What follows belongs to an exercise in optimizing a design on an open flow for small area and a short achievable clock period; a production flow would make more cautious choices. In this exercise RTL edits were held to simulation tests only and were not proved equivalent to the original.

==> flow/design.v, too long to show whole: its modules and the start of the top module <==
// module costas: 8133 lines
module costas #
    (
        parameter integer C_S00_AXIS_TDATA_WIDTH    = 32,
        parameter integer C_M00_AXIS_TDATA_WIDTH    = 32
    )
    (
        input  wire                          s00_axis_aclk,
        input  wire                          s00_axis_aresetn,
        input  wire                          s00_axis_tlast,
        input  wire                          s00_axis_tvalid,
        input  wire [C_S00_AXIS_TDATA_WIDTH-1 : 0] s00_axis_tdata,
        input  wire [(C_S00_AXIS_TDATA_WIDTH/8)-1: 0] s00_axis_tstrb,
        output reg                           s00_axis_tready,
        input  wire                          m00_axis_aclk,
        input  wire                          m00_axis_aresetn,
        input  wire                          m00_axis_tready,
        output reg                           m00_axis_tvalid,
        output reg                           m00_axis_tlast,
        output reg [C_M00_AXIS_TDATA_WIDTH-1 : 0] m00_axis_tdata,
        output reg [(C_M00_AXIS_TDATA_WIDTH/8)-1: 0] m00_axis_tstrb
    );
  // ...
==> flow/flow/run.sh <==
#!/bin/bash
# Own layout flow: the standard ORFS flow (standard.sh) with these changes in
# how the layout is made (the clock, its period and the I/O constraints stay
# the standard flow's constraint.sdc):
#  - synthesis is synth_recipe.tcl with Yosys's generic "abc -fast" skipped
#    (synth -noabc), so extract_fa sees the design's own adder structure; the
#    rest of the script (fsm/share skipped, flatten, renames) is unchanged.
#    The flow also runs the standard synthesis and, should the two keep
#    different registers, lays out the standard synthesis instead;
#  - port buffers are clkbuf_2 cells rather than delay cells, so the
#    combinational m00_axis_tready -> s00_axis_tready path stays short;
#  - ABC maps for a 6 ns delay target, and timing repair aims for the period
#    the design can reach (setup margin) rather than only the 14.5 ns clock;
set -euo pipefail
W=$PWD
sed '1s/-noshare/-noshare -noabc/' synth_recipe.tcl > flow_synth.tcl
sed "s#SYNTH_SCRIPT=[^ ]*synth_recipe.tcl#SYNTH_SCRIPT=$W/flow_synth.tcl#" standard.sh > flow_standard.sh
grep -q "SYNTH_SCRIPT=$W/flow_synth.tcl" flow_standard.sh
sed "s#WORK_HOME=[^ ]*#WORK_HOME=$W/refsyn#" standard.sh > flow_refsyn.sh
grep -q "WORK_HOME=$W/refsyn" flow_refsyn.sh

export BUFFER_PORTS_ARGS="-buffer_cell sky130_fd_sc_hd__clkbuf_2"
export SETUP_SLACK_MARGIN=${SETUP_SLACK_MARGIN:-8.45}
export CTS_ARGS="-sink_clustering_enable -repair_clock_nets -dont_use_dummy_load -sink_clustering_size 18 -sink_clustering_max_diameter 70 -buf_list sky130_fd_sc_hd__clkbuf_8"

(unset BUFFER_PORTS_ARGS SETUP_SLACK_MARGIN CTS_ARGS; bash flow_refsyn.sh synth) > flow_refsyn.log 2>&1
# this flow's synthesis
ABC_CLOCK_PERIOD_IN_PS=6000 bash flow_standard.sh synth > flow_synth.log 2>&1
regs() { grep -oE '\\[^ ]+\$_[A-Z0-9_]+_ ' "$1" | sort -u; }
R=results/sky130hd/costas/base/1_2_yosys.v
if ! cmp -s <(regs refsyn/$R) <(regs orfs/$R); then
  echo "register sets differ: using the standard synthesis" | tee flow_regs.log
  rm -rf orfs
  ABC_CLOCK_PERIOD_IN_PS=6000 bash standard.sh > flow_make.log 2>&1
else
  echo "register sets match ($(regs orfs/$R | wc -l))" | tee flow_regs.log
  ABC_CLOCK_PERIOD_IN_PS=6000 bash flow_standard.sh > flow_make.log 2>&1
fi
==> flow/standard.sh <==
#!/bin/bash
# synth_recipe.tcl (not shown) runs the flow's synth.tcl, then flattens the netlist and writes it again
# the make line also repeats each setting of config.mk as NAME=value (left out here)
make -C /OpenROAD-flow-scripts/flow DESIGN_CONFIG=/design/flow/config.mk WORK_HOME=/design/flow/orfs CLKGATE_MAP_FILE= SYNTH_SCRIPT=/design/flow/synth_recipe.tcl "${@:-finish}"
==> flow/config.mk <==
export PLATFORM = sky130hd
export DESIGN_NAME = costas
export DESIGN_NICKNAME = costas
export VERILOG_FILES = /design/flow/design.v
export SDC_FILE = /design/flow/constraint.sdc
export NUM_CORES = 4
export LEC_CHECK = 0
export CAP_MARGIN = 20
export CORE_MARGIN = 2
export CORE_UTILIZATION = 60
export PLACE_DENSITY = 0.66
export SLEW_MARGIN = 20
==> flow/constraint.sdc <==
create_clock -name core_clock -period 14.5 [get_ports {s00_axis_aclk}]
set_input_delay 2.9000 -clock core_clock [delete_from_list [all_inputs] [get_ports {s00_axis_aclk}]]
set_output_delay 2.9000 -clock core_clock [all_outputs]
set_load 0.01 [all_outputs]
==> report_table.html, run 1 <==
<table>
<tr><th>Metric</th><th>Value</th></tr>
<tr><th colspan="2">Layout</th></tr>
<tr><td>Commonest cells after routing, fill and taps aside</td><td>sky130_fd_sc_hd__dfxtp_1 (1334), sky130_fd_sc_hd__ha_1 (1047), sky130_fd_sc_hd__xnor2_1 (980)</td></tr>
<tr><td>Final-layout clock-cell area share</td><td>1.549%</td></tr>
<tr><td>Sequential share of cell area</td><td>28.05%</td></tr>
<tr><td>Multi-input combinational cell count</td><td>between 7000 and 8000</td></tr>
<tr><td>Register Area</td><td>27170 sq um</td></tr>
<tr><td>Layout inverter count without the clock tree</td><td>499</td></tr>
<tr><td>Signed area change from the synthesized netlist to the final layout</td><td>4.350%</td></tr>
<tr><th colspan="2">Synthesis</th></tr>
<tr><td>Count of synthesis-stage warnings from yosys</td><td>4</td></tr>
<tr><td>Sequential cell area fraction in the yosys report</td><td>29.22%</td></tr>
<tr><td>Post-synth ARST share</td><td>0%</td></tr>
<tr><td>Area fraction of the dominant cell type after synthesis</td><td>a little under 30%</td></tr>
<tr><td>Combinational family with the most area after synthesis</td><td>adder cells</td></tr>
<tr><td>Synthesized area</td><td>between 90000 and 100000 sq um</td></tr>
<tr><td>Ranking of synthesized cells by instance count</td><td>sky130_fd_sc_hd__dfxtp_1 (1355), sky130_fd_sc_hd__ha_1 (1047), sky130_fd_sc_hd__xnor2_1 (984), sky130_fd_sc_hd__xor2_1 (731), sky130_fd_sc_hd__nor2_1 (628)</td></tr>
<tr><th colspan="2">Outcome</th></tr>
<tr><td>Result of the run</td><td>complete, no violations</td></tr>
<tr><th colspan="2">STA</th></tr>
<tr><td>Final setup viols</td><td>0</td></tr>
<tr><td>Relative max-transition margin</td><td>27.60%</td></tr>
<tr><td>Worst-case setup margin in the final layout</td><td>about 8500 ps</td></tr>
<tr><th colspan="2">Setup path</th></tr>
<tr><td>Cell type group with the largest total delay on the critical path</td><td>buffers and inverters</td></tr>
<tr><td>Critical path data required time</td><td>11600 ps</td></tr>
<tr><td>Biggest fanout along the worst timing path</td><td>2</td></tr>
<tr><td>Worst setup path endpoint</td><td>s00_axis_tready</td></tr>
<tr><td>Arr. time, crit path</td><td>3110 ps</td></tr>
<tr><td>Number of stages on the worst setup path</td><td>2</td></tr>
<tr><td>Count of buffering cells on the critical path with inverters included</td><td>2</td></tr>
<tr><th colspan="2">Clocking</th></tr>
<tr><td>CTS max path bufs</td><td>3</td></tr>
<tr><td>CTS root buffer</td><td>sky130_fd_sc_hd__clkbuf_8</td></tr>
<tr><th colspan="2">Global route</th></tr>
<tr><td>Overall Global Routing Usage</td><td>26.62%</td></tr>
<tr><td>Wire length of the first global-routing pass</td><td>339300 um</td></tr>
<tr><td>Met1 layer usage reported by global route</td><td>32.70%</td></tr>
<tr><th colspan="2">Die</th></tr>
<tr><td>Vertical die dimension</td><td>397.4 um</td></tr>
<tr><td>Tap cells</td><td>a little over 2000</td></tr>
<tr><td>Standard-cell rows</td><td>144</td></tr>
<tr><th colspan="2">Drt</th></tr>
<tr><td>Routed wire length per instance</td><td>around 18 um</td></tr>
<tr><td>Pre-antenna DRT Iters</td><td>6</td></tr>
<tr><td>Routed length on met1</td><td>89010 um</td></tr>
<tr><td>Violation count after the first detailed-route iteration</td><td>3271</td></tr>
<tr><th colspan="2">Place</th></tr>
<tr><td>Count of placed standard cells including taps</td><td>11360</td></tr>
<tr><td>Final GP Congestion</td><td>about 0.91</td></tr>
<tr><th colspan="2">Hold path</th></tr>
<tr><td>Worst hold path stage count</td><td>0</td></tr>
</table>
==> run 2: changes to the inputs <==
--- a/flow/config.mk
+++ b/flow/config.mk
@@ -8,5 +8,4 @@
 export CAP_MARGIN = 20
 export CORE_MARGIN = 2
-export CORE_UTILIZATION = 60
-export PLACE_DENSITY = 0.66
+export CORE_UTILIZATION = 55
 export SLEW_MARGIN = 20
==> run 2 against run 1 <==
Count of clock-buffer cells in the layout is 4 lower. Fmax is 0.11% higher. Die area is 9.0% higher. Area after synthesis stayed put. Still clean. Critical path depth unchanged. Non-clock buffer count up 7. Highest routed layer unchanged.
==> report_table.html, run 2 <==
<table>
<tr><th>Metric</th><th>Value</th></tr>
<tr><th colspan="2">Outcome</th></tr>
<tr><td>Result of the run</td><td>complete, no violations (unchanged)</td></tr>
<tr><th colspan="2">Layout</th></tr>
<tr><td>Most common cell after layout, fill and taps aside</td><td>sky130_fd_sc_hd__dfxtp_1 (unchanged)</td></tr>
<tr><td>Commonest cells after routing, fill and taps aside</td><td>sky130_fd_sc_hd__dfxtp_1 (1335), sky130_fd_sc_hd__ha_1 (1047), sky130_fd_sc_hd__xnor2_1 (982) (was sky130_fd_sc_hd__dfxtp_1 (1334), sky130_fd_sc_hd__ha_1 (1047), sky130_fd_sc_hd__xnor2_1 (980))</td></tr>
<tr><td>Signed area change from the synthesized netlist to the final layout</td><td>4.559% (was 4.350%)</td></tr>
<tr><td>Largest register FFs</td><td>68 (unchanged)</td></tr>
<tr><td>Share of layout cells above drive strength 1</td><td>4.665% (was 4.646%)</td></tr>
<tr><td>Nets@finish</td><td>11097 (was 11094)</td></tr>
<tr><td>Post-Layout Inst Area</td><td>97070 sq um (was 96880 sq um)</td></tr>
<tr><td>Number of standard cells in the layout, taps in and fillers out</td><td>11637 (was 11478)</td></tr>
<tr><td>Biggest register</td><td>sb (unchanged)</td></tr>
<tr><th colspan="2">Setup path</th></tr>
<tr><td>Cell type with the highest occurrence count on the critical path</td><td>sky130_fd_sc_hd__clkbuf_2 (unchanged)</td></tr>
<tr><td>R2r worst-path depth</td><td>18 (was 19)</td></tr>
<tr><td>Ordered list of cells on the worst path</td><td>clkbuf_2 -&gt; clkbuf_2 (unchanged)</td></tr>
<tr><td>Slowest stage cell on the critical path</td><td>sky130_fd_sc_hd__clkbuf_2 (unchanged)</td></tr>
<tr><td>Category of the most critical setup path</td><td>in2out (unchanged)</td></tr>
<tr><td>Setup crit end kind</td><td>primary output (unchanged)</td></tr>
<tr><td>Register-to-Register Setup Slack</td><td>8710 ps (was 8730 ps)</td></tr>
<tr><td>Critical path data required time</td><td>11600 ps (about the same)</td></tr>
<tr><td>Cell type group with the largest total delay on the critical path</td><td>buffers and inverters (unchanged)</td></tr>
<tr><td>Arr. time, crit path</td><td>3100 ps (was 3110 ps)</td></tr>
<tr><td>Critical path launch point type</td><td>input pin (unchanged)</td></tr>
<tr><td>Count of buffering cells on the critical path with inverters included</td><td>2 (unchanged)</td></tr>
<tr><td>Number of stages on the worst setup path</td><td>2 (unchanged)</td></tr>
<tr><td>Biggest cell delay along the critical path</td><td>120 ps (about the same)</td></tr>
<tr><td>Biggest fanout along the worst timing path</td><td>2 (unchanged)</td></tr>
<tr><th colspan="2">Clocking</th></tr>
<tr><td>Clock edge transition at the registers on the reported setup and hold paths</td><td>100 ps (about the same)</td></tr>
<tr><td>Clock tree from TritonCTS</td><td>yes (unchanged)</td></tr>
<tr><td>Total clock sinks</td><td>1355 (unchanged)</td></tr>
<tr><td>Max H-tree Level</td><td>3 (unchanged)</td></tr>
<tr><td>CTS max path bufs</td><td>3 (unchanged)</td></tr>
<tr><td>Clock latency reported for the late side of the worst-skew pair</td><td>920 ps (was 850 ps)</td></tr>
<tr><td>Number of buffers inserted for hold repair after clock tree synthesis</td><td>0 (unchanged)</td></tr>
<tr><td>CTS root buffer</td><td>sky130_fd_sc_hd__clkbuf_8 (unchanged)</td></tr>
<tr><td>TritonCTS buffer count</td><td>105 (was 109)</td></tr>
<tr><th colspan="2">Synthesis</th></tr>
<tr><td>Largest cells by area after synthesis</td><td>sky130_fd_sc_hd__dfxtp_1 (29%), sky130_fd_sc_hd__ha_1 (14%), sky130_fd_sc_hd__fa_1 (12%), sky130_fd_sc_hd__xnor2_1 (9.3%), sky130_fd_sc_hd__xor2_1 (6.9%) (unchanged)</td></tr>
<tr><td>Number of nets produced by synthesis</td><td>11169 (unchanged)</td></tr>
<tr><td>Dominant register cell in the synthesized netlist</td><td>sky130_fd_sc_hd__dfxtp_1 (unchanged)</td></tr>
<tr><td>Library cell occupying the most area in the post-synthesis netlist</td><td>sky130_fd_sc_hd__dfxtp_1 (unchanged)</td></tr>
<tr><td>Post-synth ARST share</td><td>0% (unchanged)</td></tr>
<tr><td>Count of synthesis-stage warnings from yosys</td><td>4 (unchanged)</td></tr>
<tr><td>Top-count cell post-synth</td><td>sky130_fd_sc_hd__dfxtp_1 (unchanged)</td></tr>
<tr><td>Number of distinct library cells after synthesis</td><td>90 (unchanged)</td></tr>
<tr><td>Sequential cell area fraction in the yosys report</td><td>29.22% (unchanged)</td></tr>
<tr><td>Synthesized area</td><td>92840 sq um (unchanged)</td></tr>
<tr><td>Total of flip-flops plus latches after synthesis</td><td>1355 (unchanged)</td></tr>
<tr><td>Per-instance average area after synthesis</td><td>9.767 sq um (unchanged)</td></tr>
<tr><td>EDFF count, synth</td><td>0 (unchanged)</td></tr>
<tr><td>Number of standard cells after synthesis</td><td>9505 (unchanged)</td></tr>
<tr><td>Area fraction of the dominant cell type after synthesis</td><td>29.22% (unchanged)</td></tr>
<tr><td>Ranking of synthesized cells by instance count</td><td>sky130_fd_sc_hd__dfxtp_1 (1355), sky130_fd_sc_hd__ha_1 (1047), sky130_fd_sc_hd__xnor2_1 (984), sky130_fd_sc_hd__xor2_1 (731), sky130_fd_sc_hd__nor2_1 (628) (unchanged)</td></tr>
<tr><th colspan="2">Global route</th></tr>
<tr><td>Vias in the first global route</td><td>64926 (was 65057)</td></tr>
<tr><td>Wire length of the first global-routing pass</td><td>343900 um (was 339300 um)</td></tr>
<tr><td>Remaining Overflow, GRT</td><td>0 (unchanged)</td></tr>
<tr><td>Initial antenna violation count</td><td>2 (was 3)</td></tr>
<tr><td>Pin count of the biggest net entering global routing</td><td>82 (unchanged)</td></tr>
<tr><td>Overall Global Routing Usage</td><td>24.74% (was 26.62%)</td></tr>
<tr><th colspan="2">Die</th></tr>
<tr><td>Floorplan die width</td><td>414.9 um (was 397.4 um)</td></tr>
<tr><td>Core Area</td><td>167400 sq um (was 153900 sq um)</td></tr>
<tr><td>Die area</td><td>172100 sq um (was 157900 sq um)</td></tr>
<tr><td>Standard-cell rows</td><td>150 (was 144)</td></tr>
<tr><td>I/O pin count</td><td>82 (unchanged)</td></tr>
<tr><td>Vertical die dimension</td><td>414.9 um (was 397.4 um)</td></tr>
<tr><td>Effective utilization at floorplan</td><td>55.46% (was 60.34%)</td></tr>
<tr><th colspan="2">STA</th></tr>
<tr><td>Setup repair after global routing missed its margin</td><td>true (unchanged)</td></tr>
<tr><td>Peak Freq</td><td>0.1666 GHz (was 0.1664 GHz)</td></tr>
<tr><td>Final Max Tran Viols</td><td>0 (unchanged)</td></tr>
<tr><td>Fin Hold WS</td><td>256.7 ps (was 293.9 ps)</td></tr>
<tr><td>Pin slew with the least headroom to its limit</td><td>1084 ps (was 1078 ps)</td></tr>
<tr><td>Final setup viols</td><td>0 (unchanged)</td></tr>
<tr><td>Total negative slack</td><td>0 ps (unchanged)</td></tr>
<tr><td>Count of endpoints failing hold in the final timing report</td><td>0 (unchanged)</td></tr>
<tr><td>Final min period</td><td>6003 ps (was 6010 ps)</td></tr>
<tr><td>Relative max-transition margin</td><td>27.65% (was 27.60%)</td></tr>
<tr><td>Clock Skews</td><td>122.9 ps (was 104.5 ps)</td></tr>
<tr><td>Post-route fraction of the period consumed by the critical path</td><td>41.40% (was 41.45%)</td></tr>
<tr><th colspan="2">Drt</th></tr>
<tr><td>Total Wirelength</td><td>214100 um (was 209500 um)</td></tr>
<tr><td>Pre-antenna DRT Iters</td><td>6 (unchanged)</td></tr>
<tr><td>Routed via count divided by cell count</td><td>5.506 (was 5.601)</td></tr>
<tr><td>Antenna Nets Post-Route</td><td>0 (unchanged)</td></tr>
<tr><td>DR DRC count</td><td>0 (unchanged)</td></tr>
<tr><td>Routed wire length per instance</td><td>18.40 um (was 18.25 um)</td></tr>
<tr><td>Vias after detailed routing</td><td>64068 (was 64294)</td></tr>
<tr><td>Violation count after the first detailed-route iteration</td><td>3157 (was 3271)</td></tr>
<tr><th colspan="2">Place</th></tr>
<tr><td>Number of port buffers</td><td>79 (unchanged)</td></tr>
<tr><td>Count of placed standard cells including taps</td><td>11524 (was 11360)</td></tr>
<tr><td>Final GP Congestion</td><td>0.8818 (was 0.9061)</td></tr>
<tr><td>Half-perimeter wire length of the detailed placement result</td><td>173200 um (was 169900 um)</td></tr>
<tr><td>Cell area after placement</td><td>95250 sq um (was 95020 sq um)</td></tr>
<tr><th colspan="2">Hold path</th></tr>
<tr><td>Worst hold path stage count</td><td>0 (unchanged)</td></tr>
<tr><td>Hold Crit Class</td><td>reg2reg (unchanged)</td></tr>
<tr><th colspan="2">Run</th></tr>
<tr><td>Count of maximum capacitance violations</td><td>0 (unchanged)</td></tr>
</table>
run 2: cell types whose count changed in the layout (fill, tap and decap cells not counted), moves of 3 or more:
| cell | before | now |
|---|---|---|
| sky130_fd_sc_hd__buf_4 | 44 | 49 |
| sky130_fd_sc_hd__diode_2 | 6 | 2 |
| sky130_fd_sc_hd__buf_12 | 2 | 5 |
| sky130_fd_sc_hd__buf_8 | 4 | 1 |
| sky130_fd_sc_hd__clkbuf_8 | 111 | 108 |
run 2: cells by family (layout without fill, tap and decap cells):
kind of cell | count (synthesis) | count (layout) | share of synthesized area, %
AND/OR/NAND/NOR | 2144 | 2144 | 11.05
XOR/XNOR | 1717 | 1717 | 16.23
AO/OA/AOI/OAI | 1691 | 1691 | 11.88
adder cells (fa/ha/maj) | 1641 | 1641 | 26.70
flip-flops | 1355 | 1355 | 29.22
buffers and inverters | 820 | 746 | 3.330
multiplexers | 137 | 137 | 1.586
other | 0 | 2 | 0
run 2: area by class of cell:
class | count | area, sq um
diodes | 2 | 5.005
fillers | 14816 | 70340
flip-flops and latches | 1355 | 27170
inverters | 499 | 1877
repair buffers | 142 | 992.2
clock buffers | 105 | 1445
well taps | 2204 | 2758
multi-input cells | 7330 | 62820
run 2: metal layers:
metal  global-route usage, %  vias up  part of all wire [%]
met3                   2.471      337                   2.7
met2                   45.71      911                    51
met5                       0        -                     0
met4                   8.066        0                   3.1
met1                   29.93    30795                    43
li1                        -    32025                     -
run 2: final timing paths:
check	from	end
min reg2reg	l[0]$_DFF_P_	l[1]$_DFF_P_
max reg2reg	bq[21]$_DFF_P_	c_a3$_SDFFE_PN1P_
max	m00_axis_tready	s00_axis_tready
min	l[0]$_DFF_P_	l[1]$_DFF_P_
run 2: repair_timing:
action / 4_1_cts / 5_1_grt
buffers inserted: 0 / 6
endpoints found under the setup margin: 58 / 120
pin swaps: 0 / 3
gates resized for setup: 17 / 60
run 2: per-stage QoR:
step | worst slack, ps | utilization [%]
floorplan | 8470 | -
global placement | 8227 | 56.90
detailed placement | 8221 | 56.90
CTS | 8403 | 57.80
global route | 8334 | 57.98
finish | 8497 | 57.98

==> static timing again, ports no longer ideal <==
No port has a modelled driver above. Below, the same layouts with a new extraction and two added sets of constraints.
Step 1, drivers: a clkbuf_16 drives s00_axis_aclk and a buf_2 each remaining input, both assumed.
Step 2 adds t to the input delays and takes it off the output delays; t is the mean of the earliest and latest rising clock arrival at the registers after step 1. Input paths then give back, and output paths get back, about the clock's delay inside the block.
a / b / c = no drivers / after step 1 / after step 2; a / b = the first two.
run	shift t [ns]	setup slack, ns	worst setup path at the end
run 1	0.881	8.490 / 8.457 / 8.457	input to output
run 2	0.935	8.497 / 8.470 / 8.470	input to output
After both steps every run listed still meets setup and hold. For run 1, which loses most, drivers alone change the setup slack by -0.033 ns; drivers and shift together by -0.033 ns.
